Context: an optimization exercise on an open-source flow, tuned for small area. The choices shown serve that exercise and are no tape-out recipe.
In this exercise RTL edits were held to simulation tests only and were not proved equivalent to the original.
The flow treats the clock pin as an ideal source. Dropping or thinning the clock tree relies on that and would not hold on a real chip.
Power figures rest on the tool's default switching activity, not on a simulated workload.

// moving_average
module moving_average # (
    parameter integer in_bits = 16,
    parameter integer out_bits = 16,
    parameter integer log2_samples = 8
    )(
    input wire [in_bits-1:0] in_data,
    input wire clk,
    input wire rst,  
    output wire [out_bits-1:0] out_data
    );
    localparam integer samples = 2**log2_samples;
    localparam integer reg_bits = in_bits+log2_samples;
    localparam integer depth = samples+1;    
    localparam integer cut = 12;             
    localparam integer hi_bits = reg_bits-in_bits-1;
    reg [depth*in_bits-1:0] line;
    reg [8:0] lfsr;
    reg full;
    reg [reg_bits-1:0] sum;
    reg p_diff, p_sum;                       
    wire [in_bits-1:0] newest = line[in_bits-1:0];
    wire [in_bits-1:0] oldest = line[depth*in_bits-1:(depth-1)*in_bits];
    wire sub_old = full;
    wire [in_bits:0] da = {newest[in_bits-1], newest};
    wire [in_bits:0] db = ~({(in_bits+1){sub_old}} & {oldest[in_bits-1], oldest});
    wire [in_bits+1:0] dc;
    wire [in_bits:0] diff;
    wire [in_bits+1:0] sc;
    wire [reg_bits-1:0] next;
    assign dc[0] = 1'b1;
    assign sc[0] = 1'b0;
    genvar i;
    generate
    for (i = 0; i <= in_bits; i = i+1) begin : gen_add
        wire dci = (i == cut) ? p_diff : dc[i];
        wire sci = (i == cut) ? p_sum : sc[i];
        assign diff[i] = da[i] ^ db[i] ^ dci;
        assign dc[i+1] = (da[i] & db[i]) | (dci & (da[i] ^ db[i]));
        assign next[i] = sum[i] ^ diff[i] ^ sci;
        assign sc[i+1] = (sum[i] & diff[i]) | (sci & (sum[i] ^ diff[i]));
    end
    endgenerate
  ...
Size: ~4,100 flip-flops, about 34 I/O pins.
clock: 8.0 ns
lec_check: 0
cap_margin: 20
core_margin: 2
core_utilization: 70
slew_margin: 20
standard.sh (not shown) runs the stock make flow with config.mk's settings and CLKGATE_MAP_FILE= SYNTH_SCRIPT=/design/flow/synth_recipe.tcl, a recipe that flattens the netlist after the stock synthesis.
==> flow/flow/run.sh <==
#!/bin/bash
# Own layout flow: the standard flow, except that the clock tree is built by
# flow/tree.tcl (a load-balanced buffer tree) instead of TritonCTS, and the
# ports are buffered with buf_1 cells. Each stage's output goes to its own
# log here; ORFS keeps its per-step logs under orfs/logs.
set -euo pipefail
W=$(pwd)

# 1. standard synthesis, floorplan and placement
bash standard.sh BUFFER_PORTS_ARGS="-buffer_cell sky130_fd_sc_hd__buf_1" place > "$W/stage1_place.log" 2>&1

# 2. clock tree: ORFS's cts step with our cts.tcl
rm -rf "$W/scripts_cts"
cp -r "$FLOW_HOME/scripts" "$W/scripts_cts"
cp "$W/flow/cts.tcl" "$W/flow/tree.tcl" "$W/scripts_cts/"
bash standard.sh SCRIPTS_DIR="$W/scripts_cts" cts > "$W/stage2_cts.log" 2>&1

# 3. standard routing and finishing
bash standard.sh finish > "$W/stage3_finish.log" 2>&1
==> flow/flow/cts.tcl <==
utl::set_metrics_stage "cts__{}"
source $::env(SCRIPTS_DIR)/load.tcl
source $::env(SCRIPTS_DIR)/lec_check.tcl
erase_non_stage_variables cts
load_design 3_place.odb 3_place.sdc
source_step_tcl PRE CTS

# Clone clock tree inverters next to register loads
# so cts does not try to buffer the inverted clocks.
repair_clock_inverters

proc save_progress { stage } {
  puts "Run 'make gui_$stage.odb' to load progress snapshot"
  orfs_write_db $::env(RESULTS_DIR)/$stage.odb
  orfs_write_sdc $::env(RESULTS_DIR)/$stage.sdc
}

source [file join [file dirname [info script]] tree.tcl]
set_dont_use $::env(DONT_USE_CELLS)
tree_build clk {
  {sky130_fd_sc_hd__buf_4 {12 13 14 15 16} 0.042}
  {{sky130_fd_sc_hd__buf_4 sky130_fd_sc_hd__buf_8 sky130_fd_sc_hd__clkbuf_16} {6 8 10 12 14 20} 0.090}
  {{sky130_fd_sc_hd__buf_8 sky130_fd_sc_hd__clkbuf_16} {2 3 4 6 8 12} 0.200}
}

utl::push_metrics_stage "cts__{}__pre_repair_timing"
log_cmd estimate_parasitics -placement
if { $::env(DETAILED_METRICS) } {
  report_metrics 4 "cts pre-repair-timing"
}
utl::pop_metrics_stage

set_placement_padding -global \
  -left $::env(CELL_PAD_IN_SITES_DETAIL_PLACEMENT) \
  -right $::env(CELL_PAD_IN_SITES_DETAIL_PLACEMENT)

set result [catch { detailed_placement } msg]
if { $result != 0 } {
  save_progress 4_1_error
  error "Detailed placement failed in CTS: $msg"
}

# Legalization moves the tree's buffers a little; split any leaf buffer that
# it left too slow, and legalize again.
for {set i 0} {$i < 3} {incr i} {
  if {[tree_fixup 0.118] == 0} break
  set result [catch { detailed_placement } msg]
  if { $result != 0 } {
    save_progress 4_1_error
    error "Detailed placement failed in CTS: $msg"
  }
}

log_cmd estimate_parasitics -placement

if { $::env(CTS_SNAPSHOTS) } {
  save_progress 4_1_pre_repair_hold_setup
}

if { !$::env(SKIP_CTS_REPAIR_TIMING) } {
  if { $::env(EQUIVALENCE_CHECK) } {
    write_eqy_verilog 4_before_rsz.v
  }
  if { $::env(LEC_CHECK) } {
    write_lec_verilog 4_before_rsz_lec.v
  }

  repair_timing_helper

  if { $::env(EQUIVALENCE_CHECK) } {
    run_equivalence_test
  }
  if { $::env(LEC_CHECK) } {
    write_lec_verilog 4_after_rsz_lec.v
    run_lec_test 4_rsz 4_before_rsz_lec.v 4_after_rsz_lec.v
  }

  set result [catch { detailed_placement } msg]
  if { $result != 0 } {
    save_progress 4_1_error
    error "Detailed placement failed in CTS: $msg"
  }

  check_placement -verbose
}

report_metrics 4 "cts final"

source_step_tcl POST CTS

orfs_write_db $::env(RESULTS_DIR)/4_1_cts.odb
orfs_write_sdc $::env(RESULTS_DIR)/4_cts.sdc
Other scripts of this flow, unchanged in this note and not shown: flow/flow/tree.tcl
The starting point finished with timing, DRC and antenna clean.
Rerun with:
--- a/flow/flow/cts.tcl
+++ b/flow/flow/cts.tcl
@@ -22,2 +22,2 @@
-  {{sky130_fd_sc_hd__buf_4 sky130_fd_sc_hd__buf_8 sky130_fd_sc_hd__clkbuf_16} {6 8 10 12 14 20} 0.090}
-  {{sky130_fd_sc_hd__buf_8 sky130_fd_sc_hd__clkbuf_16} {2 3 4 6 8 12} 0.200}
+  {{sky130_fd_sc_hd__buf_4 sky130_fd_sc_hd__buf_8 sky130_fd_sc_hd__clkbuf_16} {4 6 8 10 14 20} 0.055}
+  {{sky130_fd_sc_hd__buf_8 sky130_fd_sc_hd__clkbuf_16} {2 3 4 6 8} 0.090}
Utilization grows by 0.17 points.
Hold slack is worse by 0.036 ns.
Register-to-register slack is better by 0.04 ns.
Die area stays the same.
Clock skew grows by 0.040 ns.
Combinational power barely changes.
First-iteration DRC count shrinks by about 0.32%.
No run of this note takes its clock network from TritonCTS; it comes from the design's own scripts or RTL.

[afterwards: timing with drivers on the ports]
The results above use ideal ports. As a check the final layouts listed here were re-extracted and re-timed, cells and wires unchanged. Step 1 sets driving cells, clkbuf_16 on the clock port and buf_2 on the other inputs (assumed; they add their load-dependent delay and slew). Step 2, shift: input delay + t, output delay - t, t = (earliest + latest rising clock arrival at the registers) / 2. This alone moves slack from input paths to output paths. Slacks: no drivers / after step 1 / after step 2; pairs: no drivers / after step 1.
| run | t, ns | setup slack, ns | worst slew at a driven data input, ns |
|---|---|---|---|
| the first run | 0.869 | 1.958 / 1.958 / 1.958 | 0.06 |
| the second run | 0.970 | 1.997 / 1.997 / 1.997 | 0.06 |
After both steps every run listed still meets setup and hold.
